From an optimization exercise on the open Yosys and OpenROAD flow, aimed at small area and a short achievable clock period; shortcuts taken in it are not production practice.
In this exercise RTL edits were held to simulation tests only and were not proved equivalent to the original.
Power figures rest on the tool's default switching activity, not on a simulated workload.

delta:
==> flow/design.v (excerpt) <==
module krv_core (
	input  wire        clk,
	input  wire        rstn,
	input  wire        kplic_int,
	input  wire        core_timer_int,
	output wire        wfi,
	output wire        instr_itcm_access,
	output wire [31:0] instr_itcm_addr,
	input  wire [31:0] instr_itcm_read_data,
	input  wire        instr_itcm_read_data_valid,
	output wire        data_dtcm_access,
	input  wire        data_dtcm_ready,
	output wire        data_dtcm_rd0_wr1,
	output wire [3:0]  data_dtcm_byte_strobe,
	output wire [31:0] data_dtcm_write_data,
	output wire [31:0] data_dtcm_addr,
	input  wire [31:0] data_dtcm_read_data,
	input  wire        data_dtcm_read_data_valid,
	output wire        IAHB_access,
	output wire [31:0] IAHB_addr,
	input  wire [31:0] IAHB_read_data,
	input  wire        IAHB_read_data_valid,
	output wire        DAHB_access,
	output wire        DAHB_rd0_wr1,
	output wire [2:0]  DAHB_size,
	output wire [31:0] DAHB_write_data,
	output wire [31:0] DAHB_addr,
	input  wire        DAHB_trans_buffer_full,
	input  wire [31:0] DAHB_read_data,
	input  wire        DAHB_read_data_valid
);
core u_core (
	.cpu_clk                    (clk),
	.cpu_rstn                   (rstn),
	.boot_addr                  (32'h0000_0000),
	.pg_resetn                  (1'b1),
	.wfi                        (wfi),
	.kplic_int                  (kplic_int),
	.core_timer_int             (core_timer_int),
  ...
Size: roughly 13000 cells after synthesis.
==> flow/config.mk <==
export PLATFORM = sky130hd
export DESIGN_NAME = krv_core
export DESIGN_NICKNAME = krv_core
export VERILOG_FILES = /design/flow/design.v
export SDC_FILE = /design/flow/constraint.sdc
export NUM_CORES = 8
export LEC_CHECK = 0
export CAP_MARGIN = 35
export CORE_MARGIN = 2
export CORE_UTILIZATION = 32
export CTS_CLUSTER_DIAMETER = 85
export CTS_CLUSTER_SIZE = 22
export PLACE_DENSITY = 0.65
export SLEW_MARGIN = 35
export SYNTH_HIERARCHICAL = 1
==> flow/constraint.sdc <==
create_clock -name core_clock -period 25.0 [get_ports {clk}]
set_input_delay 5.0000 -clock core_clock [delete_from_list [all_inputs] [get_ports {clk}]]
set_output_delay 5.0000 -clock core_clock [all_outputs]
set_load 0.01 [all_outputs]
standard.sh (not shown) runs the stock make flow with config.mk's settings and CLKGATE_MAP_FILE= SYNTH_SCRIPT=/design/flow/synth_recipe.tcl, a recipe that flattens the netlist after the stock synthesis.
==> flow/flow/run.sh <==
#!/bin/bash
# Layout flow: the standard ORFS flow, with the timing repair steps asked
# to keep a larger setup margin (so they keep improving paths that already
# meet the clock) and plain buffers on the ports.  Every tool's output goes
# to standard.log in this folder.
set -euo pipefail
bash standard.sh SETUP_SLACK_MARGIN=14.0 "BUFFER_PORTS_ARGS=-buffer_cell sky130_fd_sc_hd__buf_2" finish > standard.log 2>&1
[inputs] beta vs delta
- PLACE_DENSITY now 0.55, was 0.65
- CTS_CLUSTER_DIAMETER now 90, was 85
- CTS_CLUSTER_SIZE now 20, was 22
==> notes.md <==
- beta vs. delta: worst stage delay on the critical path barely changed, part of the total power dissipated in the clock network now sits higher, internal portion of total power rose 0.017 mW, aggregate routed wire length went up.
- According to the power report, total power for beta is higher than for delta.
- Diff delta -> beta: number of post-CTS setup repair buffers -5; first-pass GRT wire length +2.0%.

---

Starting RTL as in the previous note.
==> flow/config.mk <==
export PLATFORM = sky130hd
export DESIGN_NAME = krv_core
export DESIGN_NICKNAME = krv_core
export VERILOG_FILES = /design/flow/design.v
export SDC_FILE = /design/flow/constraint.sdc
export NUM_CORES = 8
export LEC_CHECK = 0
export CAP_MARGIN = 35
export CORE_MARGIN = 2
export CORE_UTILIZATION = 32
export CTS_CLUSTER_DIAMETER = 90
export CTS_CLUSTER_SIZE = 20
export PLACE_DENSITY = 0.55
export SLEW_MARGIN = 35
export SYNTH_HIERARCHICAL = 1
==> flow/constraint.sdc <==
create_clock -name core_clock -period 25.0 [get_ports {clk}]
set_input_delay 5.0000 -clock core_clock [delete_from_list [all_inputs] [get_ports {clk}]]
set_output_delay 5.0000 -clock core_clock [all_outputs]
set_load 0.01 [all_outputs]
==> flow/flow/run.sh <==
#!/bin/bash
# Layout flow: the standard ORFS flow, with the timing repair steps asked
# to keep a larger setup margin (so they keep improving paths that already
# meet the clock) and plain buffers on the ports.  Every tool's output goes
# to standard.log in this folder.
set -euo pipefail
bash standard.sh SETUP_SLACK_MARGIN=14.3 "BUFFER_PORTS_ARGS=-buffer_cell sky130_fd_sc_hd__buf_2" finish > standard.log 2>&1
The starting point finished with timing, DRC and antenna clean.
==> next run, changes <==
--- a/flow/flow/run.sh
+++ b/flow/flow/run.sh
@@ -7 +7 @@
-bash standard.sh SETUP_SLACK_MARGIN=14.3 "BUFFER_PORTS_ARGS=-buffer_cell sky130_fd_sc_hd__buf_2" finish > standard.log 2>&1
+bash standard.sh SETUP_SLACK_MARGIN=13.5 "BUFFER_PORTS_ARGS=-buffer_cell sky130_fd_sc_hd__buf_2" finish > standard.log 2>&1
CTS_CLUSTER_SIZE = 25   (was 20)
After rerunning: Utilization hardly moves. Final cell count hardly moves. Worst setup slack degrades by 0.098 ns. Cell area hardly moves.

port drivers added, routing unchanged:
No port has a modelled driver above. Below, the same layouts with a new extraction and two added sets of constraints.
Step 1 (the two cells are an assumption about what drives the block):
set clk [get_ports {clk}]
set_driving_cell -lib_cell sky130_fd_sc_hd__clkbuf_16 $clk
set_driving_cell -lib_cell sky130_fd_sc_hd__buf_2 [delete_from_list [all_inputs] $clk]
Step 2 moves the port delays by t, midway between the first and last clock arrival at a register: inputs arrive t later, outputs are due t later. That takes back most of the time a late clock gives input paths.
Three values: ideal ports, drivers, drivers and shift; two values: the first two.
| run | shift t [ns] | setup slack, ns | clock arrival spread, ns |
|---|---|---|---|
| delta | 0.935 | 13.514 / 13.228 / 13.228 | 0.113 / 0.113 |
| beta | 0.955 | 13.539 / 13.291 / 13.291 | 0.151 / 0.150 |
| the first run of note 2 | 0.956 | 13.481 / 13.286 / 13.286 | 0.149 / 0.149 |
| the second run of note 2 | 0.959 | 13.383 / 13.212 / 13.212 | 0.112 / 0.111 |
After both steps every run listed still meets setup and hold. For delta, which loses most, drivers alone change the setup slack by -0.286 ns; drivers and shift together by -0.286 ns.
